From an optimization exercise on the open Yosys and OpenROAD flow, aimed at a short achievable clock period and few clock cycles; shortcuts taken in it are not production practice. Function was checked by simulation only, so behaviour that the tests miss may differ from the original. Power is estimated from default activity; no workload was simulated.

==> try-nickel: inputs <==
Design CPU, start of the top module:
module CPU(reset, clk, imem_addr, imem_data, dmem_addr, dmem_wdata, dmem_we, dmem_re, dmem_rdata);
export LEC_CHECK = 0
export CAP_MARGIN = 40
export CORE_MARGIN = 2
export CORE_UTILIZATION = 35
export PLACE_DENSITY = 0.5
export SETUP_SLACK_MARGIN = 5
export SLEW_MARGIN = 30
create_clock -name core_clock -period 9.5 [get_ports {clk}]
standard.sh (not shown) runs the stock make flow with config.mk's settings and CLKGATE_MAP_FILE= SYNTH_SCRIPT=/design/flow/synth_recipe.tcl, a recipe that flattens the netlist after the stock synthesis.
==> flow/flow/run.sh <==
#!/bin/bash
# The standard layout (standard.sh, unchanged synthesis) with three changes to
# how it is made:
#  - the port buffers are plain buffers (buf_4) rather than the delay cells
#    buffer_ports picks on its own;
#  - the resizer may change a cell's footprint (MATCH_CELL_FOOTPRINT=0);
#  - timing repair aims at 6.5 ns of setup slack instead of config.mk's 5.
# The clock, constraints and everything else are the standard flow's.
set -euo pipefail
cd "$(dirname "$0")/.."
export BUFFER_PORTS_ARGS="-buffer_cell sky130_fd_sc_hd__buf_4"
bash standard.sh MATCH_CELL_FOOTPRINT=0 SETUP_SLACK_MARGIN=6.5 finish > standard_flow.log 2>&1
==> try-violet (differences from try-nickel) <==
--- a/flow/design.v
+++ b/flow/design.v
@@ -146,11 +146,11 @@
 reg        IFID_hit, IFID_ptaken;
 reg [1:0]  IFID_ctr;
 reg        IDEX_valid;
 reg [31:0] IDEX_A, IDEX_B, IDEX_Bx, IDEX_pc4, IDEX_btgt, IDEX_ptgt;
 reg [4:0]  IDEX_sh, IDEX_rd;
-reg        IDEX_wr, IDEX_load, IDEX_isbr, IDEX_isjr, IDEX_jrchk, IDEX_ret;
+reg        IDEX_wr, IDEX_load, IDEX_isbr, IDEX_isjr, IDEX_jrchk;
 reg        IDEX_beq, IDEX_bne, IDEX_bltz, IDEX_blez, IDEX_bgtz;
 reg        IDEX_seladd, IDEX_sub, IDEX_sellog, IDEX_selslt, IDEX_sltsigned, IDEX_selsh, IDEX_selpass;
 reg [1:0]  IDEX_logop, IDEX_shop;
 reg [BI+BT+1:2] IDEX_pcb;
 reg        IDEX_hit, IDEX_ptaken;
@@ -162,37 +162,37 @@
 reg [31:0] WB_val, WB2_val, WB3_val;
 reg [BN-1:0] btb_v;
 reg [BT-1:0] btb_tag [0:BN-1];
 reg [15:0]   btb_tgt [0:BN-1];
 reg [1:0]    btb_ctr [0:BN-1];
-reg [1:0]    btb_ty  [0:BN-1];    
-reg          U_we;
-reg [1:0]    U_ty;
+reg          btb_jr  [0:BN-1];
+reg          U_we, U_jr;
 reg [BI-1:0] U_idx;
 reg [BT-1:0] U_tag;
 reg [15:0]   U_tgt;
 reg [1:0]    U_ctr;
 reg [31:0] ras0, ras1, ras2, ras3;
 wire stall, ex_redirect, id_redirect;
 assign imem_addr = ~PCn;
 wire [31:0] pc4_if = pc_i + 32'd4;
 wire [5:0] f_op = imem_data[31:26];
 wire pd_j = (f_op[5:1] == 5'b00001);
+wire pd_ret = (imem_data == 32'h03e00008);
+wire pd_br = (f_op == 6'h01) || (f_op[5:2] == 4'b0001);
+wire pd_jr = (f_op == 6'h00) && (imem_data[5:1] == 5'b00100);
 wire [31:0] pd_jtgt = {pc4_if[31:28], imem_data[25:0], 2'b00};
 wire [BI-1:0] s_idx = pc4_if[BI+1:2];
 wire s_hit = btb_v[s_idx] && (btb_tag[s_idx] == pc4_if[BI+BT+1:BI+2]);
-reg P_ok, P_hit;
-reg [1:0] P_ctr, P_ty;
+reg P_ok, P_hit, P_jr;
+reg [1:0] P_ctr;
 reg [15:0] P_tgt;
 wire f_hit = P_ok && P_hit;
 wire [1:0] f_ctr = P_ctr;
 wire [31:0] f_btgt = {pc_i[31:18], P_tgt, 2'b00};
-wire [1:0] f_ty = P_ty;
-wire f_btb_taken = f_hit && (f_ty != 2'd0 || f_ctr[1]);
-wire [31:0] f_bptgt = f_ty[1] ? ras0 : f_btgt;
-wire f_ptaken = pd_j || f_btb_taken;
-wire [31:0] f_ptgt = pd_j ? pd_jtgt : f_bptgt;
+wire f_btb_taken = f_hit && (P_jr ? (pd_jr && !pd_ret) : (pd_br && f_ctr[1]));
+wire f_ptaken = pd_j || pd_ret || f_btb_taken;
+wire [31:0] f_ptgt = pd_j ? pd_jtgt : pd_ret ? ras0 : f_btgt;
 wire [31:0] rf_rs, rf_rt;
 RegFile regfile(.reset(reset), .clk(clk), .addr1(imem_data[25:21]), .data1(rf_rs), .addr2(imem_data[20:16]), .data2(rf_rt),
 	.wr(WB_we), .addr3(WB_rd), .data3(WB_val));
 wire d_isbr, d_beq, d_bne, d_bltz, d_blez, d_bgtz, d_isj, d_isjr, d_link;
 wire d_load, d_store, d_wr, d_useimm;
@@ -230,15 +230,12 @@
 assign stall = IFID_valid && (d_load || d_store) && hit_ex_rs;
 wire [31:0] d_btgt;
 wire d_btco;
 PAdd #(32, 6) btadd(.a(IFID_pc4), .b({{14{IFID_instr[15]}}, IFID_instr[15:0], 2'b00}), .ci(1'b0), .s(d_btgt), .co(d_btco));
 wire static_bt = d_isbr && !IFID_hit && (IFID_instr[15] || (d_beq && rs == rt));
-wire d_ret = d_isjr && !d_link && (rs == 5'd31);
-wire ret_id = d_ret && !IFID_ptaken;
-wire jr_id = d_isjr && !d_ret && !IFID_ptaken;
-wire fix_other = IFID_ptaken && !d_isbr && !d_isj && !d_isjr;
-assign id_redirect = IFID_valid && !stall && (static_bt || jr_id || ret_id || fix_other);
+wire jr_id = d_isjr && !IFID_ptaken;
+assign id_redirect = IFID_valid && !stall && (static_bt || jr_id);
 ALU alu(.A(IDEX_A), .B(IDEX_B), .Bx(IDEX_Bx), .Sh(IDEX_sh), .SelAdd(IDEX_seladd), .Sub(IDEX_sub),
 	.SelLog(IDEX_sellog), .LogOp(IDEX_logop), .SelSlt(IDEX_selslt), .SltSigned(IDEX_sltsigned),
 	.SelSh(IDEX_selsh), .ShOp(IDEX_shop), .SelPass(IDEX_selpass), .Out(alu_out));
 wire eq = (IDEX_A == IDEX_B);
 wire taken = (IDEX_beq && eq) || (IDEX_bne && !eq) || (IDEX_bltz && IDEX_A[31]) ||
@@ -251,30 +248,30 @@
 wire [31:0] ex_target = IDEX_isjr ? IDEX_A : taken ? IDEX_btgt : IDEX_pc4;
 assign dmem_addr = dmem_addr_r;
 assign dmem_wdata = dmem_wdata_r;
 assign dmem_we = dmem_we_r;
 assign dmem_re = dmem_re_r;
-wire [31:0] normal_pc = id_redirect ? (jr_id ? fwd_rs : ret_id ? ras0 : fix_other ? IFID_pc4 : d_btgt) : stall ? pc_i :
-                        pd_j ? pd_jtgt : f_btb_taken ? f_bptgt : pc4_if;
+wire [31:0] normal_pc = id_redirect ? (jr_id ? fwd_rs : d_btgt) : stall ? pc_i :
+                        pd_j ? pd_jtgt : pd_ret ? ras0 : f_btb_taken ? f_btgt : pc4_if;
 wire br_ex = IDEX_valid && IDEX_isbr;
 wire br_ex_any = br_ex && (taken ? !(IDEX_ptaken && tgt_ok) : IDEX_ptaken);
 wire jr_ex = IDEX_valid && IDEX_jrchk;
 wire [31:0] pc_t = (IDEX_ptaken && tgt_ok) ? normal_pc : IDEX_btgt;
 wire [31:0] pc_n = IDEX_ptaken ? IDEX_pc4 : normal_pc;
 wire [31:0] next_pc = br_ex ? (taken ? pc_t : pc_n) : (jr_ex && !jr_ok) ? IDEX_A : normal_pc;
-wire pc_seq = !br_ex_any && !(jr_ex && !jr_ok) && !id_redirect && !stall && !pd_j && !f_btb_taken;
+wire pc_seq = !br_ex_any && !(jr_ex && !jr_ok) && !id_redirect && !stall && !pd_j && !pd_ret && !f_btb_taken;
 wire pc_hold = !br_ex_any && !(jr_ex && !jr_ok) && stall;
 always @(posedge clk or posedge reset)
 	if (reset)
 		P_ok <= 1'b0;
 	else
 		P_ok <= pc_seq || (pc_hold && P_ok);
 always @(posedge clk)
 	if (!pc_hold) begin
 		P_hit <= s_hit;
 		P_ctr <= btb_ctr[s_idx];
-		P_ty <= btb_ty[s_idx];
+		P_jr <= btb_jr[s_idx];
 		P_tgt <= btb_tgt[s_idx];
 	end
 always @(posedge clk or posedge reset)
 	if (reset) begin
 		pc_i <= 32'd0;
@@ -330,14 +327,13 @@
 	IDEX_A <= fwd_rs;
 	IDEX_B <= b_next;
 	IDEX_Bx <= b_next ^ {32{d_sub}};
 	IDEX_pc4 <= IFID_pc4;
 	IDEX_btgt <= d_btgt;
-	IDEX_ptgt <= static_bt ? d_btgt : ret_id ? ras0 : IFID_ptgt;
+	IDEX_ptgt <= static_bt ? d_btgt : IFID_ptgt;
 	IDEX_ptaken <= IFID_ptaken || static_bt;
-	IDEX_jrchk <= d_isjr && (IFID_ptaken || ret_id);
-	IDEX_ret <= d_ret;
+	IDEX_jrchk <= d_isjr && IFID_ptaken;
 	IDEX_hit <= IFID_hit;
 	IDEX_ctr <= IFID_ctr;
 	IDEX_pcb <= IFID_pcb;
 	IDEX_sh <= d_shamt;
 	IDEX_rd <= d_wrreg;
@@ -388,17 +384,18 @@
 	WB3_rd <= WB2_rd;
 	WB3_val <= WB2_val;
 end
 wire [1:0] ctr_inc = (IDEX_ctr == 2'b11) ? 2'b11 : IDEX_ctr + 2'b01;
 wire [1:0] ctr_dec = (IDEX_ctr == 2'b00) ? 2'b00 : IDEX_ctr - 2'b01;
+wire ex_ret = IDEX_isjr && IDEX_jrchk && !IDEX_hit;    
 always @(posedge clk or posedge reset)
 	if (reset)
 		U_we <= 1'b0;
 	else
-		U_we <= IDEX_valid && (IDEX_isbr ? (taken || IDEX_hit) : IDEX_isjr);
+		U_we <= IDEX_valid && (IDEX_isbr ? (taken || IDEX_hit) : (IDEX_isjr && !ex_ret));
 always @(posedge clk) begin
-	U_ty <= IDEX_isbr ? 2'd0 : IDEX_ret ? 2'd2 : 2'd1;
+	U_jr <= !IDEX_isbr;
 	U_idx <= IDEX_pcb[BI+1:2];
 	U_tag <= IDEX_pcb[BI+BT+1:BI+2];
 	U_tgt <= IDEX_isjr ? IDEX_A[17:2] : IDEX_btgt[17:2];
 	U_ctr <= taken ? (IDEX_hit ? ctr_inc : 2'b11) : ctr_dec;
 end
@@ -410,8 +407,8 @@
 always @(posedge clk)
 	if (U_we) begin
 		btb_tag[U_idx] <= U_tag;
 		btb_tgt[U_idx] <= U_tgt;
 		btb_ctr[U_idx] <= U_ctr;
-		btb_ty[U_idx] <= U_ty;
+		btb_jr[U_idx] <= U_jr;
 	end
 endmodule
==> try-tundra (differences from try-nickel) <==
--- a/flow/design.v
+++ b/flow/design.v
@@ -146,11 +146,11 @@
 reg        IFID_hit, IFID_ptaken;
 reg [1:0]  IFID_ctr;
 reg        IDEX_valid;
 reg [31:0] IDEX_A, IDEX_B, IDEX_Bx, IDEX_pc4, IDEX_btgt, IDEX_ptgt;
 reg [4:0]  IDEX_sh, IDEX_rd;
-reg        IDEX_wr, IDEX_load, IDEX_isbr, IDEX_isjr, IDEX_jrchk, IDEX_ret;
+reg        IDEX_wr, IDEX_load, IDEX_isbr, IDEX_isjr, IDEX_jrchk;
 reg        IDEX_beq, IDEX_bne, IDEX_bltz, IDEX_blez, IDEX_bgtz;
 reg        IDEX_seladd, IDEX_sub, IDEX_sellog, IDEX_selslt, IDEX_sltsigned, IDEX_selsh, IDEX_selpass;
 reg [1:0]  IDEX_logop, IDEX_shop;
 reg [BI+BT+1:2] IDEX_pcb;
 reg        IDEX_hit, IDEX_ptaken;
@@ -162,37 +162,37 @@
 reg [31:0] WB_val, WB2_val, WB3_val;
 reg [BN-1:0] btb_v;
 reg [BT-1:0] btb_tag [0:BN-1];
 reg [15:0]   btb_tgt [0:BN-1];
 reg [1:0]    btb_ctr [0:BN-1];
-reg [1:0]    btb_ty  [0:BN-1];    
-reg          U_we;
-reg [1:0]    U_ty;
+reg          btb_jr  [0:BN-1];
+reg          U_we, U_jr;
 reg [BI-1:0] U_idx;
 reg [BT-1:0] U_tag;
 reg [15:0]   U_tgt;
 reg [1:0]    U_ctr;
 reg [31:0] ras0, ras1, ras2, ras3;
 wire stall, ex_redirect, id_redirect;
 assign imem_addr = ~PCn;
 wire [31:0] pc4_if = pc_i + 32'd4;
 wire [5:0] f_op = imem_data[31:26];
 wire pd_j = (f_op[5:1] == 5'b00001);
+wire pd_ret = (imem_data == 32'h03e00008);
+wire pd_br = (f_op == 6'h01) || (f_op[5:2] == 4'b0001);
+wire pd_jr = (f_op == 6'h00) && (imem_data[5:1] == 5'b00100);
 wire [31:0] pd_jtgt = {pc4_if[31:28], imem_data[25:0], 2'b00};
 wire [BI-1:0] s_idx = pc4_if[BI+1:2];
 wire s_hit = btb_v[s_idx] && (btb_tag[s_idx] == pc4_if[BI+BT+1:BI+2]);
-reg P_ok, P_hit;
-reg [1:0] P_ctr, P_ty;
+reg P_ok, P_hit, P_jr;
+reg [1:0] P_ctr;
 reg [15:0] P_tgt;
 wire f_hit = P_ok && P_hit;
 wire [1:0] f_ctr = P_ctr;
 wire [31:0] f_btgt = {pc_i[31:18], P_tgt, 2'b00};
-wire [1:0] f_ty = P_ty;
-wire f_btb_taken = f_hit && (f_ty != 2'd0 || f_ctr[1]);
-wire [31:0] f_bptgt = f_ty[1] ? ras0 : f_btgt;
-wire f_ptaken = pd_j || f_btb_taken;
-wire [31:0] f_ptgt = pd_j ? pd_jtgt : f_bptgt;
+wire f_btb_taken = f_hit && (P_jr ? (pd_jr && !pd_ret) : (pd_br && f_ctr[1]));
+wire f_ptaken = pd_j || pd_ret || f_btb_taken;
+wire [31:0] f_ptgt = pd_j ? pd_jtgt : pd_ret ? ras0 : f_btgt;
 wire [31:0] rf_rs, rf_rt;
 RegFile regfile(.reset(reset), .clk(clk), .addr1(imem_data[25:21]), .data1(rf_rs), .addr2(imem_data[20:16]), .data2(rf_rt),
 	.wr(WB_we), .addr3(WB_rd), .data3(WB_val));
 wire d_isbr, d_beq, d_bne, d_bltz, d_blez, d_bgtz, d_isj, d_isjr, d_link;
 wire d_load, d_store, d_wr, d_useimm;
@@ -230,15 +230,12 @@
 assign stall = IFID_valid && (d_load || d_store) && hit_ex_rs;
 wire [31:0] d_btgt;
 wire d_btco;
 PAdd #(32, 6) btadd(.a(IFID_pc4), .b({{14{IFID_instr[15]}}, IFID_instr[15:0], 2'b00}), .ci(1'b0), .s(d_btgt), .co(d_btco));
 wire static_bt = d_isbr && !IFID_hit && (IFID_instr[15] || (d_beq && rs == rt));
-wire d_ret = d_isjr && !d_link && (rs == 5'd31);
-wire ret_id = d_ret && !IFID_ptaken;
-wire jr_id = d_isjr && !d_ret && !IFID_ptaken;
-wire fix_other = IFID_ptaken && !d_isbr && !d_isj && !d_isjr;
-assign id_redirect = IFID_valid && !stall && (static_bt || jr_id || ret_id || fix_other);
+wire jr_id = d_isjr && !IFID_ptaken;
+assign id_redirect = IFID_valid && !stall && (static_bt || jr_id);
 ALU alu(.A(IDEX_A), .B(IDEX_B), .Bx(IDEX_Bx), .Sh(IDEX_sh), .SelAdd(IDEX_seladd), .Sub(IDEX_sub),
 	.SelLog(IDEX_sellog), .LogOp(IDEX_logop), .SelSlt(IDEX_selslt), .SltSigned(IDEX_sltsigned),
 	.SelSh(IDEX_selsh), .ShOp(IDEX_shop), .SelPass(IDEX_selpass), .Out(alu_out));
 wire eq = (IDEX_A == IDEX_B);
 wire taken = (IDEX_beq && eq) || (IDEX_bne && !eq) || (IDEX_bltz && IDEX_A[31]) ||
@@ -251,30 +248,30 @@
 wire [31:0] ex_target = IDEX_isjr ? IDEX_A : taken ? IDEX_btgt : IDEX_pc4;
 assign dmem_addr = dmem_addr_r;
 assign dmem_wdata = dmem_wdata_r;
 assign dmem_we = dmem_we_r;
 assign dmem_re = dmem_re_r;
-wire [31:0] normal_pc = id_redirect ? (jr_id ? fwd_rs : ret_id ? ras0 : fix_other ? IFID_pc4 : d_btgt) : stall ? pc_i :
-                        pd_j ? pd_jtgt : f_btb_taken ? f_bptgt : pc4_if;
+wire [31:0] normal_pc = id_redirect ? (jr_id ? fwd_rs : d_btgt) : stall ? pc_i :
+                        pd_j ? pd_jtgt : pd_ret ? ras0 : f_btb_taken ? f_btgt : pc4_if;
 wire br_ex = IDEX_valid && IDEX_isbr;
 wire br_ex_any = br_ex && (taken ? !(IDEX_ptaken && tgt_ok) : IDEX_ptaken);
 wire jr_ex = IDEX_valid && IDEX_jrchk;
 wire [31:0] pc_t = (IDEX_ptaken && tgt_ok) ? normal_pc : IDEX_btgt;
 wire [31:0] pc_n = IDEX_ptaken ? IDEX_pc4 : normal_pc;
 wire [31:0] next_pc = br_ex ? (taken ? pc_t : pc_n) : (jr_ex && !jr_ok) ? IDEX_A : normal_pc;
-wire pc_seq = !br_ex_any && !(jr_ex && !jr_ok) && !id_redirect && !stall && !pd_j && !f_btb_taken;
+wire pc_seq = !br_ex_any && !(jr_ex && !jr_ok) && !id_redirect && !stall && !pd_j && !pd_ret && !f_btb_taken;
 wire pc_hold = !br_ex_any && !(jr_ex && !jr_ok) && stall;
 always @(posedge clk or posedge reset)
 	if (reset)
 		P_ok <= 1'b0;
 	else
 		P_ok <= pc_seq || (pc_hold && P_ok);
 always @(posedge clk)
 	if (!pc_hold) begin
 		P_hit <= s_hit;
 		P_ctr <= btb_ctr[s_idx];
-		P_ty <= btb_ty[s_idx];
+		P_jr <= btb_jr[s_idx];
 		P_tgt <= btb_tgt[s_idx];
 	end
 always @(posedge clk or posedge reset)
 	if (reset) begin
 		pc_i <= 32'd0;
@@ -330,14 +327,13 @@
 	IDEX_A <= fwd_rs;
 	IDEX_B <= b_next;
 	IDEX_Bx <= b_next ^ {32{d_sub}};
 	IDEX_pc4 <= IFID_pc4;
 	IDEX_btgt <= d_btgt;
-	IDEX_ptgt <= static_bt ? d_btgt : ret_id ? ras0 : IFID_ptgt;
+	IDEX_ptgt <= static_bt ? d_btgt : IFID_ptgt;
 	IDEX_ptaken <= IFID_ptaken || static_bt;
-	IDEX_jrchk <= d_isjr && (IFID_ptaken || ret_id);
-	IDEX_ret <= d_ret;
+	IDEX_jrchk <= d_isjr && IFID_ptaken;
 	IDEX_hit <= IFID_hit;
 	IDEX_ctr <= IFID_ctr;
 	IDEX_pcb <= IFID_pcb;
 	IDEX_sh <= d_shamt;
 	IDEX_rd <= d_wrreg;
@@ -388,17 +384,18 @@
 	WB3_rd <= WB2_rd;
 	WB3_val <= WB2_val;
 end
 wire [1:0] ctr_inc = (IDEX_ctr == 2'b11) ? 2'b11 : IDEX_ctr + 2'b01;
 wire [1:0] ctr_dec = (IDEX_ctr == 2'b00) ? 2'b00 : IDEX_ctr - 2'b01;
+wire ex_ret = IDEX_isjr && IDEX_jrchk && !IDEX_hit;    
 always @(posedge clk or posedge reset)
 	if (reset)
 		U_we <= 1'b0;
 	else
-		U_we <= IDEX_valid && (IDEX_isbr ? (taken || IDEX_hit) : IDEX_isjr);
+		U_we <= IDEX_valid && (IDEX_isbr ? (taken || IDEX_hit) : (IDEX_isjr && !ex_ret));
 always @(posedge clk) begin
-	U_ty <= IDEX_isbr ? 2'd0 : IDEX_ret ? 2'd2 : 2'd1;
+	U_jr <= !IDEX_isbr;
 	U_idx <= IDEX_pcb[BI+1:2];
 	U_tag <= IDEX_pcb[BI+BT+1:BI+2];
 	U_tgt <= IDEX_isjr ? IDEX_A[17:2] : IDEX_btgt[17:2];
 	U_ctr <= taken ? (IDEX_hit ? ctr_inc : 2'b11) : ctr_dec;
 end
@@ -410,8 +407,8 @@
 always @(posedge clk)
 	if (U_we) begin
 		btb_tag[U_idx] <= U_tag;
 		btb_tgt[U_idx] <= U_tgt;
 		btb_ctr[U_idx] <= U_ctr;
-		btb_ty[U_idx] <= U_ty;
+		btb_jr[U_idx] <= U_jr;
 	end
 endmodule
CORE_UTILIZATION = 40   (was 35)
PLACE_DENSITY = default   (was 0.5)
==> summary.txt <==
- In try-nickel the hold slack is worse than in try-violet, by 0.0033 ns.
- Of try-violet and try-nickel, try-nickel has the higher die area (gap about 1.2%, measured against try-nickel).
- In try-tundra the synthesized area is lower than in try-nickel, by 1.2%.
- Sequential cell count is the same in try-tundra and try-violet.
- Of try-nickel and try-tundra, try-nickel has the higher synthesized cell count (gap 4.0%, measured against try-tundra).
- Setup slack: try-tundra < try-nickel < try-violet.
- In sequential power, try-tundra and try-violet hardly differ.
- Final cell count: try-tundra < try-violet < try-nickel.
- The highest count of clock-buffer cells in the layout belongs to try-nickel, the lowest to try-tundra.
- try-nickel went through all stages and came out clean. try-tundra went through all stages and came out clean. try-violet completed with no timing, DRC or antenna violations.
- First-iteration DRC count, lowest first: try-nickel, try-violet, try-tundra.
Testbench counts of try-nickel, summed over its fixed seeds: cycles 22,584.
Testbench counts of try-violet, summed over its fixed seeds: cycles 22,391.
Testbench counts of try-tundra, summed over its fixed seeds: cycles 22,391.

==> re-timing with driven ports <==
The results above use ideal ports. As a check the final layouts listed here were re-extracted and re-timed, cells and wires unchanged. Step 1 assumes that a clkbuf_16 drives the clock port and a buf_2 every other input. Step 2 also shifts input and output timing later by t, the mid clock arrival at the registers, as if the neighbouring blocks saw the same clock. a / b / c = no drivers / after step 1 / after step 2; a / b = the first two.
run	shift t [ns]	slack for setup (ns)	worst setup path after step 2	slew at the worst register clock pin (ns)
try-nickel	1.058	5.672 / 5.672 / 4.908	input to register	0.08 / 0.08
try-violet	1.077	5.702 / 5.583 / 4.603	input to register	0.07 / 0.07
try-tundra	1.058	5.579 / 5.407 / 4.349	input to register	0.09 / 0.09
After both steps setup and hold are still met in every run listed. The setup slack of try-tundra, which loses most, moves by -0.172 ns with the drivers and by -1.230 ns with both steps.
